Context: an optimization exercise on an open-source flow, tuned for small area, a short achievable clock period and few clock cycles. The choices shown serve that exercise and are no tape-out recipe.
In this exercise RTL edits were held to simulation tests only and were not proved equivalent to the original.
Power figures rest on the tool's default switching activity, not on a simulated workload.

== P ==
## lm32_top_medium
module lm32_top_medium (
    clk_i,
    rst_i,
    interrupt,
    I_DAT_I,
    I_ACK_I,
    I_ERR_I,
    I_RTY_I,
    D_DAT_I,
    D_ACK_I,
    D_ERR_I,
    D_RTY_I,
    I_DAT_O,
    I_ADR_O,
    I_CYC_O,
    I_SEL_O,
    I_STB_O,
    I_WE_O,
    I_CTI_O,
    I_LOCK_O,
    I_BTE_O,
    D_DAT_O,
    D_ADR_O,
    D_CYC_O,
    D_SEL_O,
    D_STB_O,
    D_WE_O,
    D_CTI_O,
    D_LOCK_O,
    D_BTE_O
    );
parameter eba_reset = 32'h00000000;
parameter sdb_address = 32'h00000000;
input clk_i;
input rst_i;
input [31:0] interrupt;
input [31:0] I_DAT_I;
input I_ACK_I;
input I_ERR_I;
input I_RTY_I;
input [31:0] D_DAT_I;
input D_ACK_I;
input D_ERR_I;
input D_RTY_I;
output [31:0] I_DAT_O;
output [31:0] I_ADR_O;
output I_CYC_O;
output [3:0] I_SEL_O;
output I_STB_O;
output I_WE_O;
output [2:0] I_CTI_O;
output I_LOCK_O;
output [1:0] I_BTE_O;
output [31:0] D_DAT_O;
output [31:0] D_ADR_O;
output D_CYC_O;
output [3:0] D_SEL_O;
output D_STB_O;
output D_WE_O;
output [2:0] D_CTI_O;
output D_LOCK_O;
output [1:0] D_BTE_O;
reg        ireq;             
reg [31:2] iadr;             
reg        ikill;            
reg [31:2] fpc;              
reg        fvalid;           
reg        ibuf_v;           
reg [31:0] ibuf;
reg [31:0] ibuf_sa, ibuf_sb;   
reg [31:2] ibuf_pc;
reg        ex_v;             
reg        mem_v;            
reg        mul_v;            
reg [31:0] ir;
reg [31:2] pc_e;
reg [31:0] opa, opb;
reg        e_exc;            
reg        e_load, e_store, e_mul;
reg        ie, eie;
reg [31:0] im, ip;
reg [31:8] eba;
reg [3:0]  edly;
reg        dstb, dwe;
reg [31:0] dadr, ddat;
reg [3:0]  dsel;
reg [31:0] rf [0:31];
wire        iack   = ireq & I_ACK_I;
wire        arrive = iack & ~ikill;
wire [31:0] dinst  = ibuf;
wire [31:2] dpc    = ibuf_pc;
wire        davail = ibuf_v;
wire        mem_done  = dstb & D_ACK_I;
wire        ld_done   = mem_done & e_load;
wire [4:0]  e_widx = ir[31] ? ir[15:11] : ir[20:16];
wire        mul_dep   = mul_v & ((e_widx == ibuf[25:21]) | (e_widx == ibuf[20:16]));
wire        core_free = ~ex_v & ~mul_dep & (~mem_v | D_ACK_I);
  ...
For scale: about 8000 cells after synthesis, ~1700 flip-flops.
make LEC_CHECK=0 CAP_MARGIN=20 CELL_PAD_IN_SITES_DETAIL_PLACEMENT=1 CELL_PAD_IN_SITES_GLOBAL_PLACEMENT=2 CORE_MARGIN=2 CORE_UTILIZATION=35 SETUP_SLACK_MARGIN=5 SLEW_MARGIN=20 finish   # period 10.0 ns
run.sh (not shown) runs the stock make flow with config.mk's settings and CLKGATE_MAP_FILE= SYNTH_SCRIPT=/design/flow/synth_recipe.tcl, a recipe that flattens the netlist after the stock synthesis.
The flow did not stop early for P: all stages ran, and the layout cleared the timing, DRC and antenna checks.
Testbench counts of P, summed over its fixed seeds: cycles 149,204.
Changes in Q relative to P:
--- a/flow/design.v
+++ b/flow/design.v
@@ -372,18 +372,21 @@
 wire [31:0] dimm = d_hi ? {dinst[15:0], 16'h0000}
                         : {{16{~d_zext & dinst[15]}}, dinst[15:0]};
 wire d_store  = (dop == 6'h03) | (dop == 6'h0c) | (dop == 6'h16);
 wire d_condbr = (dop == 6'h11) | (dop == 6'h12) | (dop == 6'h13) | (dop == 6'h14)
               | (dop == 6'h15) | (dop == 6'h17);
 wire d_load   = (dop == 6'h04) | (dop == 6'h07) | (dop == 6'h0a) | (dop == 6'h0b) | (dop == 6'h10);
 wire d_useimm = ~dop[5] & ~d_store & ~d_condbr;
 wire d_breg  = (dop == 6'h30) | (dop == 6'h36);
 wire [31:0] d_opb = d_useimm ? dimm : rfb;
+wire d_sub = (dop == 6'h32) | (dop[4:0] == 5'b11001) | (dop[4:0] == 5'b11010)
+           | (dop[4:0] == 5'b11011) | (dop[4:0] == 5'b11100) | (dop[4:0] == 5'b11101)
+           | (dop[4:0] == 5'b11111) | d_condbr;
 wire [32:0] d_bx  = {d_opb, 1'b0};
 wire [15:0] d_bone, d_btwo, d_bneg;
 genvar bk;
 generate
 for (bk = 0; bk < 16; bk = bk + 1)
 begin : g_booth
     assign d_bone[bk] = d_bx[2*bk+1] ^ d_bx[2*bk];
     assign d_btwo[bk] = (d_bx[2*bk+2] & ~d_bx[2*bk+1] & ~d_bx[2*bk]) | (~d_bx[2*bk+2] & d_bx[2*bk+1] & d_bx[2*bk]);
     assign d_bneg[bk] = d_bx[2*bk+2];
@@ -430,23 +433,23 @@
 wire [31:2] a_next;
 wire [31:2] a_inc, a_t16, a_t26;
 lm32_pfx_add #(.N(30)) u_ainc (.a(iadr), .b(30'd0), .ci(1'b1), .s(a_inc), .co());
 lm32_pfx_add #(.N(30)) u_at16 (.a(iadr), .b({{14{I_DAT_I[15]}}, I_DAT_I[15:0]}), .ci(1'b0), .s(a_t16), .co());
 lm32_pfx_add #(.N(30)) u_at26 (.a(iadr), .b({{4{I_DAT_I[25]}}, I_DAT_I[25:0]}), .ci(1'b0), .s(a_t26), .co());
 assign a_next = a_jmp ? a_t26 : a_take ? a_t16 : a_inc;
 wire [5:0]  op = ir[31:26];
 reg         e_condbr, e_sub, p_take, p_fall;
 wire [32:0] sum;
-lm32_pfx_add #(.N(32)) u_sum (.a(opa), .b(e_sub ? ~opb : opb), .ci(e_sub), .s(sum[31:0]), .co(sum[32]));
-wire        eq     = (opa == opb);
+lm32_pfx_add #(.N(32)) u_sum (.a(opa), .b(opb), .ci(e_sub), .s(sum[31:0]), .co(sum[32]));
+wire        eq     = &(opa ^ opb);
 wire        ge_u;
-lm32_pfx_add #(.N(32)) u_cmp (.a(opa), .b(~opb), .ci(1'b1), .s(), .co(ge_u));
-wire        ge_s   = (opa[31] ^ opb[31]) ? ~opa[31] : ge_u;
+lm32_pfx_add #(.N(32)) u_cmp (.a(opa), .b(opb), .ci(1'b1), .s(), .co(ge_u));
+wire        ge_s   = (opa[31] == opb[31]) ? ~opa[31] : ge_u;
 reg         cond;
 always @(*)
 begin
     case (ir[28:26])
     3'b001:  cond = eq;
     3'b111:  cond = ~eq;
     3'b010:  cond = ge_s & ~eq;
     3'b011:  cond = ge_s;
     3'b100:  cond = ge_u;
@@ -666,21 +669,19 @@
         else if (D_ACK_I)
             dstb <= 1'b0;
         if (dec)
         begin
             e_exc   <= irq;
             e_load  <= ~irq & d_load;
             e_store <= ~irq & d_store;
             e_mul   <= ~irq & (dop[4:0] == 5'b00010);
             e_condbr <= d_condbr;
-            e_sub   <= (dop == 6'h32) | (dop[4:0] == 5'b11001) | (dop[4:0] == 5'b11010)
-                     | (dop[4:0] == 5'b11011) | (dop[4:0] == 5'b11100) | (dop[4:0] == 5'b11101)
-                     | (dop[4:0] == 5'b11111) | d_condbr;
+            e_sub   <= d_sub;
             p_take  <= d_condbr & (dinst[15] | (dop == 6'h17));
             sh_left <= (dop[4:0] == 5'b01111);
             sh_arith <= (dop[4:0] == 5'b00101);
             r_pc    <= d_rpc;
             r_call  <= ~d_rpc & d_call;
             r_csr   <= ~d_rpc & ~d_call & d_rcsr;
             r_sext  <= ~d_rpc & ~d_call & ~d_rcsr & d_sext;
             r_logic <= ~d_rpc & ~d_call & ~d_rcsr & ~d_sext & d_logic;
             r_cmp   <= ~d_rpc & ~d_call & ~d_rcsr & ~d_sext & ~d_logic & d_cmp;
@@ -711,19 +712,19 @@
         ir   <= dinst;
         dadr <= d_ea;
         dwe  <= d_store;
         dsel <= d_bsel;
         ddat <= (dop[1:0] == 2'b00) ? {4{rf_rb[7:0]}}
               : (dop[1:0] == 2'b11) ? {2{rf_rb[15:0]}} : rf_rb;
     end
     pc_e <= dpc;
     opa  <= rfa;
-    opb  <= d_opb;
+    opb  <= d_sub ? ~d_opb : d_opb;
     ms   <= mul_s;
     mc   <= mul_c;
 end
 always @(posedge clk_i)
 begin
     if (rst_i)
     begin
         ie   <= 1'b0;
         eie  <= 1'b0;
--- outcome ---
Diff P -> Q: number of buffers and inverters on the critical path went up by 1; post-synthesis cell area went down by 590 sq um; final critical-path setup slack went up by 51 ps; number of vias in the routed layout went down by about 0.9%. The internal cell power of Q exceeds that of P by 1.5%.
Testbench counts of Q, summed over its fixed seeds: cycles 149,204.

-- what the ideal ports hide --
In the flow no input, the clock included, has a driving cell. The finished layouts below were timed again as built, in two steps.
Step 1: set_driving_cell puts a clkbuf_16 on clk_i and a buf_2 on each other input, an assumption about the parent block.
Step 2 times the ports against the registers' clock, not the clock port: input delays grow and output delays shrink by t, the midpoint of the rising clock arrivals with the driver on.
Three values: no drivers, after step 1, after step 2; two values: the first two.
run | shift t [ns] | slack for setup (ns) | slew at the worst register clock pin (ns)
P | 0.960 | 4.885 / 4.941 / 3.981 | 0.07 / 0.07
Q | 0.983 | 4.935 / 4.935 / 4.074 | 0.07 / 0.07
After both steps every run listed still meets setup and hold. For P, which loses most, drivers alone change the setup slack by +0.056 ns; drivers and shift together by -0.904 ns.
